This design comes from an exercise in tuning for small area and a short achievable clock period on the open sky130 flow, not from production work.
At most, simulation tests tie the RTL to the original design; equivalence was not proved.
For runs 3 to 5, only the layout was checked, not whether the RTL still works.
Power and IR drop assume default switching activity.

[flow/flow/run.sh]
#!/bin/bash
set -euo pipefail
cd "$(dirname "$0")/.."
bash standard.sh SETUP_SLACK_MARGIN=7.6 finish > flow_make.log 2>&1
[flow/standard.sh]
#!/bin/bash
# synth_recipe.tcl (not shown) runs the flow's synth.tcl, then flattens the netlist and writes it again
# the make line also repeats each setting of config.mk as NAME=value (left out here)
make -C /OpenROAD-flow-scripts/flow DESIGN_CONFIG=/design/flow/config.mk WORK_HOME=/design/flow/orfs CLKGATE_MAP_FILE= SYNTH_SCRIPT=/design/flow/synth_recipe.tcl "${@:-finish}"
[flow/config.mk]
export PLATFORM = sky130hd
export DESIGN_NAME = conv
export DESIGN_NICKNAME = conv
export VERILOG_FILES = /design/flow/design.v
export SDC_FILE = /design/flow/constraint.sdc
export NUM_CORES = 4
export LEC_CHECK = 0
export CAP_MARGIN = 20
export CORE_MARGIN = 2
export CORE_UTILIZATION = 40
export SLEW_MARGIN = 20
[flow/constraint.sdc]
create_clock -name core_clock -period 11.0 [get_ports {clk}]
set_input_delay 2.2000 -clock core_clock [delete_from_list [all_inputs] [get_ports {clk}]]
set_output_delay 2.2000 -clock core_clock [all_outputs]
set_load 0.01 [all_outputs]
[flow/design.v]
`timescale 1ns / 1ps
module conv (
input [4:0] stride,
input  conv_enable,
output reg [18:0] address1,
output [18:0] address2,
output reg [18:0] write_address,
output end_reach,
output reg full_conv_end, dot_sum_end,
input clk,
input reset,
input [9:0] w1 ,h1,w2,h2,
output reg [9:0] width, height
  );
reg [4:0]  sR;
reg [9:0]  Km;        
reg        K1;        
reg        w2is1;     
reg        w2is2;     
reg        h2is1;     
reg        sis1;      
reg [6:0]  CS1;       
always @(posedge clk) begin
  sR     <= stride;
  Km     <= w1 - w2;
  K1     <= (w1 == w2);
  w2is1  <= (w2 == 10'd1);
  w2is2  <= (w2 == 10'd2);
  h2is1  <= (h2 == 10'd1);
  sis1   <= (stride == 5'd1);
  CS1    <= {1'b0, h2[5:0]} + 7'd2 - {2'b0, stride};
end
reg [5:0]  hc;              
reg        wrapF;           
reg [5:0]  vc;              
reg        vclF;            
reg        capF;            
reg [9:0]  P;               
reg        LC;              
reg        Hz;              
reg        HL;              
reg [9:0]  RL;              
reg [9:0]  VL;              
reg [9:0]  Vp1;             
reg [18:0] win_base;        
reg [18:0] nrb;             
reg [11:0] a2;              
reg        fceF;            
reg        hgtF;            
assign end_reach = 1'b0;
assign address2 = {7'b0, a2};
wire        go      = conv_enable && !full_conv_end;
wire        wrap    = wrapF;
wire        win_end = wrapF && vclF;
wire        row_end = win_end && LC;
wire        cap     = wrapF && Hz && capF;
wire [9:0]  s10     = {5'b0, sR};
wire [18:0] a1_inc  = address1 + 19'd1;
wire [18:0] a1_wv   = address1 + {9'b0, Km} + 19'd1;
wire [18:0] a1_bs   = win_base + {14'b0, sR};
wire [18:0] nrb_cur = cap ? a1_wv : nrb;
wire [18:0] a1_n    = row_end ? nrb_cur :
                      win_end ? a1_bs :
                      wrap    ? a1_wv : a1_inc;
wire [9:0]  P_s     = P + s10;
wire [9:0]  P_n     = row_end ? s10 : P_s;
wire        LC_n    = P_n > Km;
wire        LC_h    = P > Km;
wire [9:0]  VLs     = VL - s10;
wire [9:0]  RL_n    = row_end ? VLs :
                      win_end ? VL :
                      wrap    ? RL - 10'd1 : RL;
wire        Hz_n    = row_end || (Hz && !win_end);
wire        HL_n    = row_end ? K1 : win_end ? (P == Km) : HL;
wire [9:0]  Vp1_n   = row_end ? Vp1 + s10 : Vp1;
wire        wrapF_n = wrap ? w2is1 : (hc == 6'd2);
wire        vclF_n  = win_end ? h2is1 : wrap ? (vc == 6'd2) : vclF;
wire        LC_nx   = win_end ? LC_n : LC_h;
wire        hc2_n   = wrap ? w2is2 : (hc == 6'd3);
wire        RL1_n   = row_end ? (VLs == 10'd1) : win_end ? (VL == 10'd1) :
                      wrap ? (RL == 10'd2) : (RL == 10'd1);
wire        RL2_n   = row_end ? (VLs == 10'd2) : win_end ? (VL == 10'd2) :
                      wrap ? (RL == 10'd3) : (RL == 10'd2);
wire        VL1_n   = row_end ? (VLs == 10'd1) : (VL == 10'd1);
wire        VLS_n   = row_end ? (VLs == s10) : (VL == s10);
wire        VLs1_n  = row_end ? (VLs == s10 + 10'd1) : (VLs == 10'd1);
wire        PK_n    = row_end ? (s10 == Km) : win_end ? (P_s == Km) : (P == Km);
wire        fceF_n  = (wrapF_n && !vclF_n && Hz_n && RL1_n) ||
                      (wrapF_n && vclF_n && LC_nx && VLS_n);
wire        hgtF_n  = (!wrapF_n && hc2_n && HL_n && RL1_n) ||
                      (wrapF_n && !vclF_n && w2is1 && HL_n && RL2_n) ||
                      (wrapF_n && vclF_n && !LC_nx && w2is1 && PK_n && VL1_n) ||
                      (wrapF_n && vclF_n && LC_nx && w2is1 && K1 && VLs1_n);
always @(posedge clk) begin
  if (reset) begin
    hc <= w2[5:0]; wrapF <= (w2 == 10'd1);
    vc <= h2[5:0]; vclF <= (h2 == 10'd1);
    capF <= (stride == 5'd1);
    P <= {5'b0, stride};
    Hz <= 1'b1; HL <= (w1 == w2);
    RL <= h1; VL <= h1; Vp1 <= 10'd1;
    fceF <= (h1 == 10'd1) && (w1 == 10'd1);
    hgtF <= ((h1 == 10'd1) && (w1 == 10'd2)) || ((h1 == 10'd2) && (w1 == 10'd1));
    win_base <= 0;
    address1 <= 0; a2 <= 0; write_address <= 0;
    dot_sum_end <= 0; full_conv_end <= 0;
    width <= 0; height <= 0;
  end else if (conv_enable) begin
    dot_sum_end <= go && win_end;
    if (go) begin
      hc <= wrap ? w2[5:0] : hc - 6'd1;
      wrapF <= wrapF_n;
      if (win_end) begin
        vc <= h2[5:0]; vclF <= h2is1; capF <= sis1;
      end else if (wrap) begin
        vc <= vc - 6'd1; vclF <= (vc == 6'd2); capF <= ({1'b0, vc} == CS1);
      end
      if (win_end) P <= P_n;
      Hz <= Hz_n; HL <= HL_n;
      RL <= RL_n; Vp1 <= Vp1_n;
      if (row_end) VL <= VLs;
      fceF <= fceF_n; hgtF <= hgtF_n;
      address1 <= a1_n;
      if (win_end) win_base <= a1_n;
      a2 <= win_end ? 12'd0 : a2 + 12'd1;
      if (win_end) write_address <= write_address + 19'd1;
      if (row_end) width <= P;
      if (fceF) full_conv_end <= 1'b1;
      if (hgtF) height <= Vp1_n;
    end
  end
end
always @(posedge clk) begin
  if (cap) nrb <= a1_wv;
end
always @(posedge clk) begin
  if (reset) LC <= (w1 == 10'd1);
  else LC <= (go && win_end) ? LC_n : LC_h;
end
endmodule
==> run notes, run 1 <==
- Initial Util: a little over 40%
- CP dominant cell by count: buf_4
- Final Max Slew Viols: 0
- Wire per inst: 19.39 um
- Post-route cell area: 0.01602 sq mm
- Post-DRT Antenna Nets: 0
- Sequential Power Share: approximately two fifths
- First-pass GRT wire length: 63,790 um
- Largest net degree at the start of global routing: 87
- FF-to-FF setup slack: around 7.5 ns
- Worst slew margin: between 40% and 50%
- PortBufs: between 100 and 150
- Post-cts hold buffer count: 0
- DRT iter0 DRCs: between 1,000 and 1,500
- #FFs+latches synth: ~200
- Final #Nets: 1,832
- Primary FF master, synth: dfxtp_1
- Layout Skew: 0.01610 ns
- Setup crit start kind: flip-flop
- Die height: around 180 um
- Clock Tree Buf Depth: 2
- GR Overflow Total: 0
- Layout area overhead: 25.39%
- Placed inst area: 0.01438 sq mm
- Clock sink count: just under 200
- Pwr/cell area: roughly 130 mW/mm^2
- RR Startpoint: P[0]$_DFFE_PP_
- Number of global-route vias before repair: about 12,000
- HPWL after DPL: between 20,000 and 30,000 um
- Vias/cell: about 5.7
- H-tree depth: 4
- Critical path type: flip-flop to flip-flop
- Routed WL: 40,900 um
- Net Switching: between 0.6 and 0.7 mW
- Final hold vios: 0
- YS warnings: 1
- Largest delay share family, worst path: compound AO/OA/AOI/OAI gates
- Drt pass-1 iters: 7
- Leakage: ~6.4 nW
- Drt drc: 0
- # setup viols final: 0
- Post-synth EDFFs: 43
- Final period utilization: between 30% and 40%
- Total power: 2.067 mW
- Routed vias: ~12,000
- Worst EP arrival: approximately 3.7 ns
- Reg clk slew, reported paths: about 0.070 ns
- Setup crit end kind: flip-flop
- Sw frac: about a third
- Die ar.: about 0.033 sq mm
- CP max FO: 3
- Clk root buf: clkbuf_16
- Comb pwr share: a little over a quarter
- Mean Syn Cell Area: 8.189 sq um
- RSZ-0062 raised after global routing: true
- DIE WIDTH: about 180 um
- Post-route minimum period: roughly 3.5 ns
- Slowest-stage cell, CP: edfxtp_1
- Internal Power: around 1.4 mW
- Outcome: no timing/DRC/antenna violations
- Slew @ Worst Pin: between 0.8 and 0.9 ns
- Buf/Inv on CP: 3
- Core Area: roughly 0.031 sq mm
- Io pins: 128
- Util after Layout: roughly 51%
- Cts bufs inserted: 17
- Clock power share: a little under a third
- Distinct cells, synth: 88
- Reg-to-reg endpoint: hgtF$_DFFE_PP_
- Crit path capture: hgtF$_DFFE_PP_
- Total track usage: roughly 25%
- R2R depth: 15
- CP cell instances: ha_4 -> buf_4 -> a211oi_4 -> buf_4 -> buf_4 -> nor2_1 -> nor2_1 -> o22ai_2 -> ha_1 -> nand4_1 -> o2111ai_2 -> o311ai_4 -> mux2i_2 -> nor4_1 -> a311o_1
- Ratio of cells with drive above 1 in the final layout: between 10% and 20%
- Synthesized cell area: 0.01277 sq mm
- Clk latency of the worst-skew pair: roughly 0.46 ns
- Fmax: ~290 MHz
- Fraction of registers with async set or reset after synthesis: 0%
- Min-delay worst type: flip-flop to flip-flop
- Register area share after synthesis: between 30% and 40%
- Final setup TNS: 0 ns
- Final hold slack: 0.4493 ns
- # rows: between 60 and 70
- Fillers: just under 3,000
- Peak VDD IR: about 0.12 mV
- Critical Path RT: between 10 and 15 ns
- Max-Cap Viols: 0
- Initial antenna violation count: 0
- CTS tree: yes
- ANT cells: 0
- Final Wtd Congestion: roughly 0.93
- Cells after Synth: 1,560
- Worst setup startpoint: P[0]$_DFFE_PP_
- Max incr delay on CP: about 0.43 ns
- Critical path depth in cells: 15
==> per-layer routing <==
layer	share of wire (%)	track usage (%)	routed length [um]
met5	0	0	0
met4	2.5	7.871	1041
met3	5.9	3.373	2424
met2	47	41.37	19360
met1	44	32.42	18080
==> cells by family after synthesis <==
kind of cell	share of synthesized area, %
AOI/OAI and AO/OA	18.36
buffers and inverters	5.044
DFF	34.24
other	0.02935
and+or+nand+nor	21.14
muxes	1.646
xor gates and xnor gates	10.41
adders and majority gates	9.128
==> through the flow <==
| step | setup slack [ns] | std cells |
|---|---|---|
| 2_1_floorplan | 7.525 | 1567 |
| 3_3_place_gp | 5.605 | 2027 |
| 3_5_place_dp | 5.556 | 2027 |
| 4_1_cts | 7.545 | 2097 |
| 5_1_grt | 7.388 | 2109 |
| 6_report | 7.513 | 2109 |
==> repair_timing <==
action | 4_1_cts | 5_1_grt
endpoints found under the hold margin | 0 | 0
resized for setup | 243 | 49
setup endpoints to repair | 204 | 35
gates cloned | 3 | 0
buffers inserted | 36 | 12
pin swaps | 36 | 21
==> power by group through the flow <==
stage | registers [mW] | logic [mW] | clock network (mW)
floorplan | 0.862 | 0.338 | 0
global placement | 0.884 | 0.455 | 0
detailed placement | 0.885 | 0.462 | 0
CTS | 0.866 | 0.519 | 0.661
global route | 0.876 | 0.599 | 0.695
finish | 0.868 | 0.544 | 0.655
==> tightest hold or removal path, stage by stage (launching register included) <==
cell,delay [ns]
dfxtp_1,0.31
nand2_1,0.05
nand2_1,0.04
==> final cells by class <==
cell class	count	area, sq um	area share [%]
clock inverters	7	93.84	0.5858
flip-flops and latches	197	4449	27.78
inverters	83	371.6	2.320
repair buffers	182	1649	10.30
clock buffers	24	493.0	3.078
repair inverters	1	16.27	0.1015
well taps	402	503.0	3.140
multi-input cells	1213	8442	52.70
==> flip-flops by register name, summed over array words and instances, names as in the netlist, 5 cells and up <==
name,cells
address1,19
nrb,19
win_base,19
write_address,19
a2,12
Km,10
P,10
RL,10
VL,10
Vp1,10
height,10
width,10
CS1,7
hc,6
vc,6
sR,5
==> worst min path at each step <==
stage	from	to	slack (ns)	cells after the start
detailed placement	nrb[4]$_DFF_P_	nrb[4]$_DFF_P_	0.44	2
finish	nrb[14]$_DFF_P_	nrb[14]$_DFF_P_	0.45	2
global placement	nrb[4]$_DFF_P_	nrb[4]$_DFF_P_	0.42	2
CTS	nrb[14]$_DFF_P_	nrb[14]$_DFF_P_	0.45	2
global route	nrb[13]$_DFF_P_	nrb[13]$_DFF_P_	0.47	2
floorplan	nrb[4]$_DFF_P_	nrb[4]$_DFF_P_	0.41	2
==> synth_stat cells (5+ instances only) <==
| master | count | share of area, % |
|---|---|---|
| a211oi_1 | 20 | 1.2 |
| a21o_1 | 17 | 1.0 |
| a21oi_1 | 99 | 3.9 |
| a31oi_1 | 12 | 0.59 |
| and2_1 | 9 | 0.44 |
| and3_1 | 19 | 0.93 |
| buf_1 | 9 | 0.26 |
| buf_2 | 5 | 0.20 |
| buf_4 | 8 | 0.47 |
| clkbuf_1 | 51 | 1.5 |
| dfxtp_1 | 154 | 24 |
| edfxtp_1 | 43 | 10 |
| fa_1 | 7 | 1.1 |
| ha_1 | 82 | 8.0 |
| inv_1 | 81 | 2.4 |
| mux2_2 | 8 | 0.71 |
| mux2i_1 | 12 | 0.94 |
| nand2_1 | 211 | 6.2 |
| nand2b_1 | 12 | 0.59 |
| nand3_1 | 38 | 1.5 |
| nand4_1 | 21 | 1.0 |
| nor2_1 | 150 | 4.4 |
| nor2b_1 | 12 | 0.59 |
| nor3_1 | 32 | 1.3 |
| nor3b_1 | 6 | 0.35 |
| nor4_1 | 15 | 0.73 |
| nor4b_1 | 5 | 0.34 |
| o211ai_1 | 8 | 0.47 |
| o21a_1 | 13 | 0.76 |
| o21ai_0 | 112 | 4.4 |
| o21bai_1 | 7 | 0.41 |
| o221ai_1 | 6 | 0.41 |
| o22ai_1 | 14 | 0.69 |
| o311ai_0 | 5 | 0.34 |
| o31ai_1 | 7 | 0.41 |
| or2_2 | 5 | 0.24 |
| or3_1 | 13 | 0.64 |
| or4_1 | 5 | 0.29 |
| xnor2_1 | 85 | 5.8 |
| xor2_1 | 65 | 4.5 |
==> cells in the final DEF (no fill, tap or decap), types with 19 or more instances in the layout <==
cell / n
nand4_1: 21
a21oi_1: 91
dfxtp_1: 118
o21ai_0: 101
buf_4: 56
nor3_1: 31
dlygate4sd2_1: 80
edfxtp_1: 43
xnor2_1: 81
ha_1: 60
nand2_1: 206
dfxtp_2: 24
nor2_1: 146
ha_4: 20
inv_1: 67
xor2_1: 63
a211oi_1: 19
nand3_1: 38
==> run 2, diff against run 1 <==
==> flow/flow/run.sh (replaced) <==
#!/bin/bash
set -euo pipefail
cd "$(dirname "$0")/.."
bash standard.sh SETUP_SLACK_MARGIN=7.8 finish > flow_make.log 2>&1
==> run 2 against run 1 <==
Register-to-register slack better by 0.02 ns. Critical endpoint unchanged. First-iteration DRC count is 21% lower. Largest cell class unchanged. Sequential share of layout area is 0.39 points lower. Critical path type unchanged. Clock skew down 0.0017 ns.
==> run notes, run 2 <==
- Slew @ Worst Pin: slightly above 0.8 ns
- # setup viols final: 0
- Util after Layout: a little over half
- Setup crit start kind: flip-flop
- Final setup TNS: 0 ns
- Cells after DPL: approximately 2,000
- Number of global-route vias before repair: 11,776
- Post-route minimum period: roughly 3.5 ns
- Core Area: 0.03147 sq mm
- Fmax: between 200 and 300 MHz
- Initial antenna violation count: 0
- Routed vias: ~12,000
- Post-synth top cells: nand2_1 (211), dfxtp_1 (154), nor2_1 (150)
- Setup crit end kind: flip-flop
- First-pass GRT wire length: between 60,000 and 70,000 um
- Most frequent cells in the layout: nand2_1 (202), nor2_1 (143), buf_4 (121), o21ai_0 (99), a21oi_1 (91)
- Mean Syn Cell Area: a little over 8 sq um
- Peak VDD IR: about 0.12 mV
- Min-delay worst type: flip-flop to flip-flop
- Primary FF master, synth: dfxtp_1
- Drt drc: 0
- PortBufs: approximately 120
- Total track usage: around a quarter
- Layout area overhead: 29.52%
- Total power: approximately 2.1 mW
- Critical path type: flip-flop to flip-flop
- Fillers: 2,919
- Synthesized cell area: 0.01277 sq mm
- Critical Path RT: 11.20 ns
- Largest net degree at the start of global routing: between 90 and 100
- Final std cells w/o fill: between 2,000 and 2,500
- Final hold vios: 0
- Final Max Slew Viols: 0
- H-tree depth: 4
- Final #Nets: 1,903
- Yosys top cell by area: dfxtp_1
- CTS tree: yes
- YS warnings: 1
- Clock sink count: 197
- Area of the multi-input gates: approximately 0.0086 sq mm
- Worst EP arrival: roughly 3.7 ns
- Post-place setup slack: 6.344 ns
- Synth top area cells: dfxtp_1 (24%), edfxtp_1 (10%), ha_1 (8.0%)
- # rows: 65
- Wire per inst: 19.15 um
- Clk latency of the worst-skew pair: between 0.4 and 0.5 ns
- DIE WIDTH: around 180 um
- Pwr/cell area: 125.3 mW/mm^2
- Register Area: roughly 0.0045 sq mm
- Layout Skew: about 0.014 ns
- Drt pass-1 iters: 7
- Clock Tree Buf Depth: 2
- Cells after Synth: 1,560
- Max-Cap Viols: 0
- Post-synth EDFFs: 43
- Most common cell after layout, fill and taps aside: nand2_1
- Outcome: no timing/DRC/antenna violations
- Post-cts hold buffer count: 0
- Die height: roughly 180 um
- Ratio of cells with drive above 1 in the final layout: between 20 and 30%
- Share of the synthesized area in the top cell type: 24.13%
- DRT iter0 DRCs: about 880
- RSZ-0062 raised after global routing: true
- HPWL after DPL: 28,230 um
- Cts bufs inserted: 17
- Initial Util: 40.59%
- Worst slew margin: a little under half
- Vias/cell: approximately 5.6
- Top-count cell post-synth: nand2_1
- CP max FO: 3
- Distinct cells, synth: 88
- #FFs+latches synth: 197
- Fraction of registers with async set or reset after synthesis: 0%
- Register area share after synthesis: about a third
- Post-DRT Antenna Nets: 0
- Final period utilization: a little under a third
- Clk root buf: clkbuf_16
- Final Wtd Congestion: about 0.9
- GR Overflow Total: 0
- Io pins: roughly 130
- Die ar.: 0.03338 sq mm
- Reg clk slew, reported paths: about 0.080 ns
- Routed WL: ~42,000 um
- ANT cells: 0
- Final WS setup: roughly 7.5 ns
- Leakage: between 6 and 7 nW
## run 2: cells by family after synthesis
logic type / count (synthesis) / share of synthesized area, %
mux: 20 / 1.646
buf+inv: 158 / 5.044
compound gates: 371 / 18.36
simple gates: 573 / 21.14
fa+ha+maj: 89 / 9.128
other cells: 1 / 0.02935
flops: 197 / 34.24
xor+xnor: 151 / 10.41
## run 2: cell type report
type | count | area share, %
Tap cell | 402 | 3.040
Clock inverter | 15 | 0.8696
Sequential cell | 197 | 27.39
Multi-Input combinational cell | 1213 | 52.11
Timing Repair inverter | 1 | 0.05293
Clock buffer | 17 | 2.571
Timing Repair Buffer | 253 | 11.61
Inverter | 83 | 2.359
## run 2: path summary, 6_finish.rpt
kind	start	to	slack, ns	depth (start not counted)
setup / recovery	P[0]$_DFFE_PP_	hgtF$_DFFE_PP_	7.53	13
hold / removal	nrb[14]$_DFF_P_	nrb[14]$_DFF_P_	0.45	2
setup reg to reg	P[0]$_DFFE_PP_	hgtF$_DFFE_PP_	7.53	13
hold reg to reg	nrb[14]$_DFF_P_	nrb[14]$_DFF_P_	0.45	2
## run 2: critical path, cell delays in order, from the launching register on
cell	delay, ns
edfxtp_1	0.46
ha_4	0.22
fa_2	0.38
a21oi_4	0.22
o21bai_4	0.11
xnor2_2	0.17
a21oi_2	0.09
ha_1	0.29
nand4_1	0.15
buf_4	0.18
o311ai_4	0.37
mux2i_2	0.16
nor2b_1	0.19
a311o_1	0.25
## run 2: timing repair
action                     4_1_cts  5_1_grt
pin swaps                       48       53
resized for setup              574       81
buffers inserted                89       28
setup endpoints to repair      242       74
cloned                           3        1
## run 2: power breakdown
part	switching, mW	internal [mW]
sequential	0.0574	0.803
combinational	0.321	0.258
clock	0.313	0.319
total	0.692	1.38
## run 2: routing by layer
| layer | wire length (um) | up-vias | GRT usage, % | part of all wire (%) |
|---|---|---|---|---|
| met5 | 0 | - | 0 | 0 |
| met4 | 1094 | 0 | 7.935 | 2.6 |
| met3 | 2461 | 84 | 3.672 | 5.9 |
| li1 | - | 5915 | - | - |
| met2 | 19870 | 461 | 41.67 | 48 |
| met1 | 18350 | 5799 | 32.23 | 44 |
## run 2: through the flow
stage | hold WS [ns] | instance area, sq um
floorplan | 0.4136 | 13170
global placement | 0.4233 | 14590
detailed placement | 0.4390 | 14590
CTS | 0.4527 | 16260
global route | 0.4712 | 16550
finish | 0.4513 | 16550
==> run 3, diff against run 2 <==
--- a/flow/design.v
+++ b/flow/design.v
@@ -56,11 +56,11 @@
 wire        cap     = wrapF && Hz && capF;
 wire [9:0]  s10     = {5'b0, sR};
-wire [18:0] a1_inc  = address1 + 19'd1;
-wire [18:0] a1_wv   = address1 + {9'b0, Km} + 19'd1;
+wire [9:0]  a1_off  = wrap ? Km : 10'd0;
+wire [19:0] a1_sum  = {address1, 1'b1} + {9'b0, a1_off, 1'b1};
+wire [18:0] a1_adv  = a1_sum[19:1];
 wire [18:0] a1_bs   = win_base + {14'b0, sR};
-wire [18:0] nrb_cur = cap ? a1_wv : nrb;
+wire [18:0] nrb_cur = cap ? a1_adv : nrb;
 wire [18:0] a1_n    = row_end ? nrb_cur :
-                      win_end ? a1_bs :
-                      wrap    ? a1_wv : a1_inc;
+                      win_end ? a1_bs : a1_adv;
 wire [9:0]  P_s     = P + s10;
 wire [9:0]  P_n     = row_end ? s10 : P_s;
@@ -132,5 +132,5 @@
 end
 always @(posedge clk) begin
-  if (cap) nrb <= a1_wv;
+  if (cap) nrb <= a1_adv;
 end
 always @(posedge clk) begin
==> flow/flow/run.sh (replaced) <==
#!/bin/bash
set -euo pipefail
cd "$(dirname "$0")/.."
bash standard.sh SETUP_SLACK_MARGIN=7.8 "BUFFER_PORTS_ARGS=-buffer_cell sky130_fd_sc_hd__buf_2" finish > flow_make.log 2>&1
==> run 3 against run 2 <==
Non-clock buffer count fell by 48. Count of clock-buffer cells in the layout grew 1. Sequential power shrank 1%. Critical endpoint unchanged. Die area is 4.1% lower. Area after synthesis decreased by 4.2%. Combinational power fell by about 20%. Register-to-register slack got worse by 0.19 ns. Via count fell by 9.4%. Global-route usage down 1.8 points. Worst setup slack got worse by 0.19 ns. Still clean. Synthesized cell count decreased by 6.2%. Largest cell class unchanged. Wire length decreased by 12%.
==> run notes, run 3 <==
- Final hold vios: 0
- RR Startpoint: P[0]$_DFFE_PP_
- Die ar.: 0.03201 sq mm
- GR Overflow Total: 0
- Util after Layout: about half
- Core Area: 0.03035 sq mm
- Final period utilization: about a third
- Total track usage: a little under a quarter
- Synthesized cell area: roughly 0.012 sq mm
- Worst EP arrival: 3.95 ns
- Post-DRT Antenna Nets: 0
- Fraction of registers with async set or reset after synthesis: 0%
- Worst slew margin: around a third
- Initial antenna violation count: 0
- Post-synth top cells: nand2_1 (171), dfxtp_1 (154), nor2_1 (135)
- DRT iter0 DRCs: between 700 and 800
- Clk root buf: clkbuf_16
- Fmax: around 270 MHz
- Wire per inst: between 15 and 20 um
- Net Switching: around 0.63 mW
- Critical Path RT: 11.29 ns
- # rows: 64
- Largest net degree at the start of global routing: 43
- Clock sink count: 197
- Mean Syn Cell Area: ~8.4 sq um
- HPWL after DPL: about 25,000 um
- Comb pwr share: 23.9%
- Io pins: between 100 and 150
- Share of the synthesized area in the top cell type: 25.19%
- Drt drc: 0
- Distinct cells, synth: between 70 and 80
- Final hold slack: about 0.46 ns
- Sw frac: around 33%
- Most frequent cells in the layout: nand2_1 (165), nor2_1 (127), buf_2 (109), dfxtp_1 (100), a21oi_1 (95)
- Routed vias: ~11,000
- Register area share after synthesis: 35.74%
- # setup viols final: 0
- Die height: 178.9 um
- Post-cts hold buffer count: 0
- Worst setup startpoint: P[0]$_DFFE_PP_
- Routed WL: about 37,000 um
- Cells after Synth: 1,464
- Crit path capture: hgtF$_DFFE_PP_
- Internal Power: about 1.3 mW
- Final Max Slew Viols: 0
- Initial Util: 40.32%
- R2R depth: 18
- YS warnings: 1
- Layout area overhead: 25.74%
- Ratio of cells with drive above 1 in the final layout: between 20% and 30%
- ANT cells: 0
- Outcome: no timing/DRC/antenna violations
- Setup crit start kind: flip-flop
- Drt pass-1 iters: 5
- First-pass GRT wire length: 56,280 um
- Clock Tree Buf Depth: 2
- Slew @ Worst Pin: a little over 1 ns
- Post-synth EDFFs: 43
- Primary FF master, synth: dfxtp_1
- Reg clk slew, reported paths: approximately 0.070 ns
- Layout Skew: approximately 0.014 ns
- Final setup TNS: 0 ns
- PortBufs: roughly 120
- Final Wtd Congestion: about 0.9
- #FFs+latches synth: a little under 200
- Leakage: around 6.5 nW
- Cts bufs inserted: 17
- Final WS setup: 7.336 ns
- FF-to-FF setup slack: about 7.3 ns
- Setup crit end kind: flip-flop
- Critical path type: flip-flop to flip-flop
- Peak VDD IR: 0.1168 mV
- Sequential Power Share: around 44%
- CP max FO: 3
- Pwr/cell area: 126.1 mW/mm^2
- Top-count cell post-synth: nand2_1
- H-tree depth: 4
- Number of global-route vias before repair: about 10,000
- Post-place setup slack: around 6.4 ns
- Clock power share: approximately 32%
- Final #Nets: approximately 1,800
- Clk latency of the worst-skew pair: 0.46 ns
- Yosys top cell by area: dfxtp_1
- Vias/cell: about 5.4
- CTS tree: yes
- Synth top area cells: dfxtp_1 (25%), edfxtp_1 (11%), ha_1 (8.3%)
- RSZ-0062 raised after global routing: true
- Post-route minimum period: between 3 and 4 ns
- Min-delay worst type: flip-flop to flip-flop
- Most common cell after layout, fill and taps aside: nand2_1
- Reg-to-reg endpoint: hgtF$_DFFE_PP_
- Max-Cap Viols: 0
- DIE WIDTH: ~180 um
==> run 3: cell types whose count changed in the layout (fill, tap and decap cells not counted), moves of 13 or more <==
cell / previous run / this run
buf_2: 80 / 109
buf_4: 121 / 80
dfxtp_1: 80 / 100
dfxtp_2: 48 / 32
nand2_1: 202 / 165
nor2_1: 143 / 127
nor3_1: 32 / 19
o21ai_0: 99 / 81
==> run 3: area by class of cell <==
class / instances / area [sq um]
clock inverter: 14 / 140.1
clock buffer: 18 / 429.2
sequential: 197 / 4497
fill: 2907 / 14960
tap: 396 / 495.5
inverter: 88 / 400.4
timing repair buffer: 205 / 1454
multi-input combinational: 1119 / 7973
==> run 3: worst min path at each step <==
stage	start	endpoint	slack, ns	cells after the start
after floorplan	nrb[1]$_DFF_P_	nrb[1]$_DFF_P_	0.42	2
after global placement	nrb[1]$_DFF_P_	nrb[1]$_DFF_P_	0.43	2
after detailed placement	nrb[9]$_DFF_P_	nrb[9]$_DFF_P_	0.44	2
after CTS	nrb[9]$_DFF_P_	nrb[9]$_DFF_P_	0.46	2
after global routing	width[9]$_SDFFE_PP0P_	width[9]$_SDFFE_PP0P_	0.49	2
final	width[9]$_SDFFE_PP0P_	width[9]$_SDFFE_PP0P_	0.46	2
==> run 3: power groups by stage <==
stage	sequential, mW	clock, mW	combinational (mW)
2_1_floorplan	0.851	0	0.299
3_3_place_gp	0.871	0	0.380
3_5_place_dp	0.872	0	0.386
4_1_cts	0.850	0.633	0.431
5_1_grt	0.855	0.661	0.511
6_report	0.850	0.627	0.464
==> run 3: critical path: stages, from the launching register on <==
cell       delay, ns
edfxtp_1        0.41
ha_4            0.16
inv_2           0.03
fa_2            0.37
nor2b_4         0.14
o221a_4         0.23
o2111ai_4       0.15
xnor2_1         0.20
nor2_1          0.06
ha_1            0.30
nand2_1         0.08
o21ai_4         0.19
o32ai_2         0.12
nor3_1          0.14
a21oi_1         0.08
or2_4           0.29
nor4_4          0.29
nand2_1         0.09
a31oi_1         0.16
==> run 3: cell families (layout without fill, tap and decap cells) <==
group | Yosys count | after routing | share of synthesized area, %
and+or+nand+nor | 511 | 512 | 19.56
AOI/OAI and AO/OA | 344 | 344 | 17.68
DFF | 197 | 197 | 35.74
buffers and inverters | 156 | 325 | 5.112
xor gates and xnor gates | 147 | 147 | 10.74
adders and majority gates | 88 | 88 | 9.426
muxes | 20 | 20 | 1.718
other | 1 | 8 | 0.03064
==> run 3: repair_timing <==
action,4_1_cts,5_1_grt
gates cloned,4,0
buffers inserted,42,34
endpoints found under the setup margin,199,79
pin swaps,20,30
resized for setup,102,82
==> run 3: per-stage QoR <==
stage	power [mW]	cells	cell area (sq um)
2_1_floorplan	1.150	1471	12750
3_3_place_gp	1.251	1925	13490
3_5_place_dp	1.259	1925	13490
4_1_cts	1.915	2003	14790
5_1_grt	2.027	2037	15390
6_report	1.940	2037	15390
==> run 3: per-layer routing <==
| metal | part of all wire, % | routed length (um) | track usage [%] | up-vias |
|---|---|---|---|---|
| li1 | - | - | - | 5455 |
| met4 | 1.6 | 607 | 6.131 | 0 |
| met2 | 48 | 17590 | 37.95 | 333 |
| met1 | 45 | 16780 | 30.65 | 5271 |
| met3 | 5.3 | 1943 | 3.435 | 42 |
| met5 | 0 | 0 | 0 | - |
==> run 4, diff against run 3 <==
--- a/flow/design.v
+++ b/flow/design.v
@@ -38,4 +38,6 @@
 reg [9:0]  P;               
 reg        LC;              
+reg        LC2;             
+reg        LCs;             
 reg        Hz;              
 reg        HL;              
@@ -65,6 +67,12 @@
 wire [9:0]  P_s     = P + s10;
 wire [9:0]  P_n     = row_end ? s10 : P_s;
-wire        LC_n    = P_n > Km;
+wire        LC_n    = LC ? LCs : LC2;        
 wire        LC_h    = P > Km;
+wire [9:0]  s2      = {4'b0, sR, 1'b0};
+wire [9:0]  P_2s    = P + s2;
+wire        LC2_n   = LC ? (s2 > Km) : (P_2s > Km);
+wire        LC2_h   = P_s > Km;
+wire [9:0]  s1      = s10 + 10'd1;
+wire [9:0]  sp2     = s10 + 10'd2;
 wire [9:0]  VLs     = VL - s10;
 wire [9:0]  RL_n    = row_end ? VLs :
@@ -78,12 +86,12 @@
 wire        LC_nx   = win_end ? LC_n : LC_h;
 wire        hc2_n   = wrap ? w2is2 : (hc == 6'd3);
-wire        RL1_n   = row_end ? (VLs == 10'd1) : win_end ? (VL == 10'd1) :
+wire        RL1_n   = row_end ? (VL == s1) : win_end ? (VL == 10'd1) :
                       wrap ? (RL == 10'd2) : (RL == 10'd1);
-wire        RL2_n   = row_end ? (VLs == 10'd2) : win_end ? (VL == 10'd2) :
+wire        RL2_n   = row_end ? (VL == sp2) : win_end ? (VL == 10'd2) :
                       wrap ? (RL == 10'd3) : (RL == 10'd2);
-wire        VL1_n   = row_end ? (VLs == 10'd1) : (VL == 10'd1);
-wire        VLS_n   = row_end ? (VLs == s10) : (VL == s10);
-wire        VLs1_n  = row_end ? (VLs == s10 + 10'd1) : (VLs == 10'd1);
-wire        PK_n    = row_end ? (s10 == Km) : win_end ? (P_s == Km) : (P == Km);
+wire        VLS_n   = row_end ? (VL == s2) : (VL == s10);
+wire        VL1_n   = row_end ? (VL == 10'd2) : (VL == 10'd1);
+wire        VLs1_n  = row_end ? (VL == 10'd3) : (VL == 10'd2);
+wire        PK_n    = row_end ? (Km == 10'd1) : win_end ? (P + 10'd1 == Km) : (P == Km);
 wire        fceF_n  = (wrapF_n && !vclF_n && Hz_n && RL1_n) ||
                       (wrapF_n && vclF_n && LC_nx && VLS_n);
@@ -135,6 +143,11 @@
 end
 always @(posedge clk) begin
-  if (reset) LC <= (w1 == 10'd1);
-  else LC <= (go && win_end) ? LC_n : LC_h;
+  if (reset) begin
+    LC <= (w1 == 10'd1); LC2 <= (w1 < 10'd3); LCs <= (w1 == 10'd1);
+  end else begin
+    LC <= (go && win_end) ? LC_n : LC_h;
+    LC2 <= (go && win_end) ? LC2_n : LC2_h;
+    LCs <= (s10 > Km);
+  end
 end
 endmodule
==> run 4 against run 3 <==
Still clean on timing, DRC and antenna. Synthesized cell count is 6.1% higher. Register-to-register slack better by 0.28 ns. Count of clock-buffer cells in the layout stayed put. Hold slack worse by 0.0077 ns. Power is 6.3% higher. Cell area is 3.7% higher. Die area is 5.3% higher. First-iteration DRC count is 13% higher. Largest cell class unchanged. Core utilization is 0.28 points lower. Sequential power is 2.5% higher. Critical path depth is 1 lower. Largest power group unchanged.
==> run notes, run 4 <==
- Outcome: no timing/DRC/antenna violations
- Primary FF master, synth: dfxtp_1
- RR Startpoint: P[1]$_DFFE_PP_
- Number of global-route vias before repair: between 10,000 and 15,000
- Fmax: 295.8 MHz
- Slowest-stage cell, CP: fa_1
- Final hold slack: between 0.4 and 0.5 ns
- Synth top area cells: dfxtp_1 (24%), ha_1 (10%), edfxtp_1 (10%)
- Wire per inst: roughly 19 um
- Final setup TNS: 0 ns
- Clk root buf: clkbuf_16
- Post-route minimum period: ~3.4 ns
- H-tree depth: 4
- Synthesized cell area: between 0.01 and 0.015 sq mm
- Worst setup startpoint: P[1]$_DFFE_PP_
- Clock sink count: a little under 200
- Post-synth top cells: nand2_1 (179), dfxtp_1 (156), nor2_1 (142)
- CTS tree: yes
- Register area share after synthesis: 34.21%
- Clk latency of the worst-skew pair: roughly 0.45 ns
- Net Switching: just under 0.7 mW
- CP cell instances: buf_4 -> inv_1 -> fa_1 -> inv_1 -> a21oi_1 -> o21ai_1 -> and2_1 -> o21ai_1 -> nor2_1 -> xor2_1 -> ha_1 -> nand4_1 -> nor2_1 -> a21oi_1 -> o211ai_1 -> a21oi_1 -> o21ai_1
- Reg-to-reg endpoint: LC2$_DFF_P_
- First-pass GRT wire length: ~60,000 um
- Internal Power: between 1 and 1.5 mW
- Final Max Slew Viols: 0
- GR Overflow Total: 0
- Comb pwr share: between 20 and 30%
- Die ar.: about 0.034 sq mm
- DRT iter0 DRCs: around 900
- Reg clk slew, reported paths: around 0.080 ns
- HPWL after DPL: around 28,000 um
- Final period utilization: 30.73%
- Initial antenna violation count: 2
- Clock power share: between 30% and 40%
- Mean Syn Cell Area: about 8.3 sq um
- Largest net degree at the start of global routing: between 40 and 50
- Pwr/cell area: 129.2 mW/mm^2
- Die height: about 180 um
- R2R depth: 17
- Distinct cells, synth: 80
- Final Wtd Congestion: 0.8911
- DIE WIDTH: roughly 180 um
- Clock Tree Buf Depth: 2
- Final hold vios: 0
- #FFs+latches synth: between 150 and 200
- Vias/cell: roughly 5.6
- Ratio of cells with drive above 1 in the final layout: a little under a quarter
- Peak VDD IR: about 0.11 mV
- Most common cell after layout, fill and taps aside: nand2_1
- Min-delay worst type: flip-flop to flip-flop
- Sequential Power Share: roughly 42%
- Fillers: roughly 3,000
- Fraction of registers with async set or reset after synthesis: 0%
- Setup crit start kind: flip-flop
- Post-cts hold buffer count: 0
- RSZ-0062 raised after global routing: true
- Max incr delay on CP: 0.46 ns
- Drt drc: 0
- Initial Util: 40.79%
- Sw frac: between 30 and 40%
- Critical path type: flip-flop to flip-flop
- ANT cells: 0
- Layout Skew: about 0.016 ns
- Post-synth EDFFs: 43
- Cts bufs inserted: 17
- Top-count cell post-synth: nand2_1
- Share of the synthesized area in the top cell type: roughly 24%
- Max-Cap Viols: 0
- Post-DRT Antenna Nets: 0
- Layout area overhead: 23.63%
- Cells after Synth: between 1,500 and 2,000
- Final #Nets: 1,877
- YS warnings: 1
- Routed WL: ~40,000 um
- CP max FO: 7
- # rows: 65
- Drt pass-1 iters: 5
- Most frequent cells in the layout: nand2_1 (172), nor2_1 (133), buf_2 (110), dfxtp_1 (100), a21oi_1 (93)
- Slew @ Worst Pin: 0.8323 ns
- Routed vias: roughly 12,000
- Worst slew margin: 44.51%
- Total track usage: between 20% and 30%
- # setup viols final: 0
- Setup crit end kind: flip-flop
- PortBufs: around 120
- Crit path capture: LC2$_DFF_P_
- Worst EP arrival: 3.70 ns
- Hold Crit Start: nrb[9]$_DFF_P_
- Critical Path RT: between 10 and 15 ns
- Io pins: 128
- Core Area: roughly 0.032 sq mm
- FF-to-FF setup slack: around 7.6 ns
- Yosys top cell by area: dfxtp_1
- Leakage: between 6 and 7 nW
[run 4: cell count changes in the layout (fill, tap and decap cells not counted), moves of 6 or more]
cell and change:
a31oi_1 +6, a32o_1 +9, ha_1 +28, mux2_2 -7, nand2_1 +7, nand4_1 +7
nor2_1 +6, nor3_1 +13, o211ai_1 -8, o21ai_1 +23
[run 4: kinds of logic (layout without fill, tap and decap cells)]
logic type,count (synthesis),after routing,share of synthesized area [%]
compound gates,360,360,17.56
fa+ha+maj,115,115,11.62
other cells,1,8,0.02906
mux,16,16,1.260
xor+xnor,145,145,9.899
flops,199,199,34.21
buf+inv,162,328,5.003
simple gates,556,556,20.43
[run 4: power by group through the flow]
stage	Combinational (mW)	Sequential [mW]	Clock (mW)
2_1_floorplan	0.350	0.868	0
3_3_place_gp	0.451	0.894	0
3_5_place_dp	0.460	0.895	0
4_1_cts	0.502	0.871	0.668
5_1_grt	0.592	0.878	0.696
6_report	0.532	0.871	0.659
[run 4: cell type report]
class / instances / area [sq um] / area share (%)
Tap cell: 402 / 503.0 / 3.153
Multi-Input combinational cell: 1200 / 8457 / 53.01
Sequential cell: 199 / 4537 / 28.44
Clock inverter: 14 / 178.9 / 1.121
Clock buffer: 18 / 429.2 / 2.690
Timing Repair Buffer: 207 / 1438 / 9.011
Inverter: 89 / 411.6 / 2.580
[run 4: critical path, delay by kind of cell, from the launching register on]
| family | cells | cell delay [ns] |
|---|---|---|
| AO/OA/AOI/OAI | 7 | 0.93 |
| buffers and inverters | 3 | 0.34 |
| flip-flops | 1 | 0.43 |
| XOR/XNOR | 1 | 0.22 |
| adder cells (fa/ha/maj) | 2 | 0.73 |
| AND/OR/NAND/NOR | 4 | 0.60 |
[run 4: how the worst min path moves through the flow]
stage,slack (ns),to,cells past startpoint
after detailed placement,0.44,nrb[15]$_DFF_P_,2
after global placement,0.43,nrb[9]$_DFF_P_,2
after global routing,0.47,nrb[18]$_DFF_P_,2
after CTS,0.45,nrb[15]$_DFF_P_,2
final,0.45,nrb[9]$_DFF_P_,2
after floorplan,0.42,nrb[4]$_DFF_P_,2
[run 4: through the flow]
| stage | cell area [sq um] | std cells | setup WS (ns) | total power [mW] | util, % |
|---|---|---|---|---|---|
| 3_3_place_gp | 14040 | 2016 | 6.457 | 1.346 | 44.37 |
| 4_1_cts | 15350 | 2091 | 7.670 | 2.041 | 48.53 |
| 6_report | 15950 | 2129 | 7.619 | 2.062 | 50.43 |
| 2_1_floorplan | 13250 | 1561 | 7.468 | 1.218 | - |
| 3_5_place_dp | 14040 | 2016 | 6.381 | 1.355 | 44.37 |
| 5_1_grt | 15950 | 2129 | 7.463 | 2.167 | 50.43 |
[run 4: repair_timing]
item / in CTS / in global routing
resized for setup: 114 / 83
setup buffers: 42 / 38
endpoints found under the setup margin: 219 / 89
pin swaps: 23 / 35
gates cloned: 1 / 0
[run 4: per-layer routing]
metal	vias to the layer above	routed length (um)	global-route usage, %
met1	5678	17390	31.21
met3	68	3002	3.903
met2	457	18670	38.87
met4	4	1083	7.616
met5	-	21	0
li1	5791	-	-
==> run 5, diff against run 4 <==
==> flow/flow/run.sh (replaced) <==
#!/bin/bash
set -euo pipefail
cd "$(dirname "$0")/.."
bash standard.sh SETUP_SLACK_MARGIN=7.8 "BUFFER_PORTS_ARGS=-buffer_cell sky130_fd_sc_hd__buf_2" CORE_UTILIZATION=65 finish > flow_make.log 2>&1
==> run 5 against run 4 <==
Still clean. Global-route usage increased by 12 points. Maximum frequency about the same. Area after synthesis unchanged. Sequential cell count is the same. Clock power is essentially flat. Worst setup slack about the same. Non-clock buffer count decreased by 18. Sequential share of layout area is 0.38 points higher. Critical path depth decreased by 2. Power about the same. Critical endpoint unchanged. Largest power group unchanged.
==> run notes, run 5 <==
- Vias/cell: slightly above 6
- Fillers: around 1,400
- Post-synth EDFFs: 43
- Drt drc: 0
- Distinct cells, synth: 80
- # rows: a little over 50
- Cts bufs inserted: 17
- Share of synthesized cell area in and, or, nand and nor gates: 20.43%
- DRT iter0 DRCs: about 1,100
- Clock power share: about a third
- Layout area overhead: 20.94%
- Area of the multi-input gates: between 0.008 and 0.009 sq mm
- Synthesized cell area: ~0.013 sq mm
- Fraction of registers with async set or reset after synthesis: 0%
- Worst slew margin: 48.42%
- ANT cells: 0
- Final Max Slew Viols: 0
- Post-DRT Antenna Nets: 0
- Internal Power: approximately 1.4 mW
- Setup crit start kind: flip-flop
- Util after Layout: between 80% and 90%
- Max incr delay on CP: 0.45 ns
- Core Area: 0.01946 sq mm
- Total power: just over 2 mW
- Io pins: between 100 and 150
- Ratio of cells with drive above 1 in the final layout: between 20% and 30%
- Critical Path RT: between 10 and 15 ns
- Wire per inst: approximately 19 um
- CTS tree: yes
- #FFs+latches synth: 199
- Slew @ Worst Pin: between 0.7 and 0.8 ns
- Yosys top cell by area: dfxtp_1
- Sequential Power Share: 42.5%
- Post-cts hold buffer count: 0
- Largest delay share family, worst path: compound AO/OA/AOI/OAI gates
- Top-count cell post-synth: nand2_1
- Final Wtd Congestion: approximately 0.94
- Clk root buf: clkbuf_16
- Primary FF master, synth: dfxtp_1
- Largest net degree at the start of global routing: 48
- Number of global-route vias before repair: between 10,000 and 15,000
- Max-Cap Viols: 0
- CP max FO: 3
- Die height: around 140 um
- Synth top area cells: dfxtp_1 (24%), ha_1 (10%), edfxtp_1 (10%)
- Final #Nets: approximately 1,900
- Critical path type: flip-flop to flip-flop
- Routed vias: around 12,000
- Mean Syn Cell Area: a little over 8 sq um
- Setup crit end kind: flip-flop
- Final WS setup: about 7.6 ns
- Routed WL: between 30,000 and 40,000 um
- Post-route cell area: between 0.015 and 0.02 sq mm
- Cells after Synth: 1,554
- Compound-cell area share of the yosys netlist: 17.56%
- Post-place setup slack: a little under 7 ns
- Post-synth top cells: nand2_1 (179), dfxtp_1 (156), nor2_1 (142)
- Most common cell after layout, fill and taps aside: nand2_1
- HPWL after DPL: between 20,000 and 30,000 um
- Peak VDD IR: 0.1149 mV
- Buf/Inv on CP: 2
- Share of the synthesized area in the top cell type: 24.20%
- Post-Synth XOR/XNOR Area: 9.899%
- GR Overflow Total: 0
- Final setup TNS: 0 ns
- Clock sink count: around 200
- Pwr/cell area: approximately 130 mW/mm^2
- Reg clk slew, reported paths: roughly 0.08 ns
- Sw frac: 34.30%
- Register area share after synthesis: roughly a third
- CP cell instances: ha_2 -> inv_1 -> fa_2 -> inv_1 -> a21oi_1 -> o21bai_2 -> a21o_1 -> nand4_1 -> xnor2_1 -> ha_1 -> a2111o_1 -> nor3_2 -> o41ai_2 -> a41oi_1 -> o21ai_0
- Min-delay worst type: flip-flop to flip-flop
- H-tree depth: 4
- Worst EP arrival: approximately 3.7 ns
- Post-synthesis adder-cell area fraction: about 12%
- Layout Skew: about 0.012 ns
- Most frequent cells in the layout: nand2_1 (173), nor2_1 (134), dfxtp_1 (109), buf_2 (108), a21oi_1 (92)
- Net Switching: 0.7075 mW
- Drt pass-1 iters: 6
- YS warnings: 1
- Outcome: no timing/DRC/antenna violations
- Initial antenna violation count: 0
- PortBufs: roughly 120
- Clock Tree Buf Depth: 2
- # setup viols final: 0
- Largest family of logic cells by synthesized area: simple AND/OR/NAND/NOR gates
- First-pass GRT wire length: roughly 60,000 um
- DIE WIDTH: approximately 140 um
- Fmax: just under 300 MHz
- Post-route minimum period: ~3.4 ns
- Leakage: 6.574 nW
- Placed inst area: 0.01387 sq mm
- Register Area: around 0.0045 sq mm
- CP dominant cell by count: inv_1
- Final hold vios: 0
- Slowest-stage cell, CP: edfxtp_1
- Die ar.: about 0.021 sq mm
- Total track usage: between 30% and 40%
- Comb pwr share: around a quarter
- Initial Util: between 60% and 70%
- Clk latency of the worst-skew pair: roughly 0.45 ns
- Mux cell area share after synthesis: approximately 1.3%
- RSZ-0062 raised after global routing: true
- Final period utilization: a little under a third
-- run 5: cell count changes in the layout (fill, tap and decap cells not counted), moves of 5 or more --
cell / change
dfxtp_4: -11
dfxtp_1: +9
clkinv_8: +5
buf_4: -14
-- run 5: routing by layer --
metal | vias up | track usage [%] | wire, um | part of all wire (%)
met5 | - | 0 | 0 | 0
met4 | 0 | 15.64 | 1589 | 4.2
met3 | 119 | 5.629 | 3581 | 9.4
met2 | 613 | 58.62 | 17690 | 46
met1 | 5805 | 45.73 | 15370 | 40
li1 | 5780 | - | - | -
-- run 5: layout make-up --
type                       count  share of cell area (%)
clock inverter                15                   1.307
sequential                   199                   28.82
clock buffer                  17                   2.726
inverter                      89                   2.718
multi-input combinational   1200                   54.12
timing repair buffer         189                   8.185
tap                          265                   2.124
-- run 5: final timing paths --
kind	startpoint	end	slack, ns	depth (start not counted)
worst min register to register	nrb[5]$_DFF_P_	nrb[5]$_DFF_P_	0.46	2
worst max register to register	P[1]$_DFFE_PP_	LC2$_DFF_P_	7.62	15
worst min-delay path	nrb[5]$_DFF_P_	nrb[5]$_DFF_P_	0.46	2
worst max-delay path	P[1]$_DFFE_PP_	LC2$_DFF_P_	7.62	15
-- run 5: power by group through the flow --
stage               Combinational, mW  Sequential [mW]  Clock (mW)
floorplan                       0.350            0.868           0
global placement                0.442            0.892           0
detailed placement              0.454            0.894           0
CTS                             0.486            0.872       0.656
global route                    0.585            0.882       0.685
finish                          0.528            0.876       0.658
-- run 5: worst min-delay path, delay by kind of cell, from the launching register on --
family / cells / cell delay [ns]
AOI/OAI and AO/OA: 1 / 0.06
DFF: 1 / 0.31
and+or+nand+nor: 1 / 0.04
-- run 5: kinds of logic (layout without fill, tap and decap cells) --
logic type / Yosys count / in the layout
AND/OR/NAND/NOR: 556 / 556
other: 1 / 8
AO/OA/AOI/OAI: 360 / 360
adder cells (fa/ha/maj): 115 / 115
multiplexers: 16 / 16
buffers and inverters: 162 / 310
flip-flops: 199 / 199
XOR/XNOR: 145 / 145
-- run 5: metrics by stage --
stage,hold WS (ns),cells
finish,0.4605,1974
global route,0.4759,1974
CTS,0.4604,1944
detailed placement,0.4430,1879
global placement,0.4279,1879
floorplan,0.4172,1561
-- run 5: repair_timing --
action                     in CTS  in global routing
pin swaps                      25                 40
hold endpoints to repair        0                  0
cloned                          1                  0
resized for setup              85                 93
setup endpoints to repair     171                 94
buffers inserted               32                 30

==> afterwards: timing with drivers on the ports <==
In the flow no input, the clock included, has a driving cell. The finished layouts below were timed again as built, in two steps. Step 1 assumes that a clkbuf_16 drives the clock port and a buf_2 every other input. Step 2 also shifts input and output timing later by t, the mid clock arrival at the registers, as if the neighbouring blocks saw the same clock. Three values: ideal, step 1, step 2; two values: the first two.
run	t (ns)	setup slack, ns	hold slack, ns	worst setup path after step 2
run 1	0.500	7.513 / 7.513 / 7.097	0.449 / 0.449 / 0.449	input to register
run 2	0.495	7.529 / 7.529 / 7.116	0.451 / 0.451 / 0.451	input to register
run 3	0.500	7.336 / 7.336 / 6.918	0.461 / 0.461 / 0.461	input to register
run 4	0.493	7.619 / 7.619 / 7.217	0.454 / 0.454 / 0.454	input to register
run 5	0.498	7.619 / 7.619 / 7.228	0.461 / 0.461 / 0.461	input to register
After both steps every run listed still meets setup and hold. The setup slack of run 3, which loses most, moves by 0.000 ns with the drivers and by -0.418 ns with both steps.
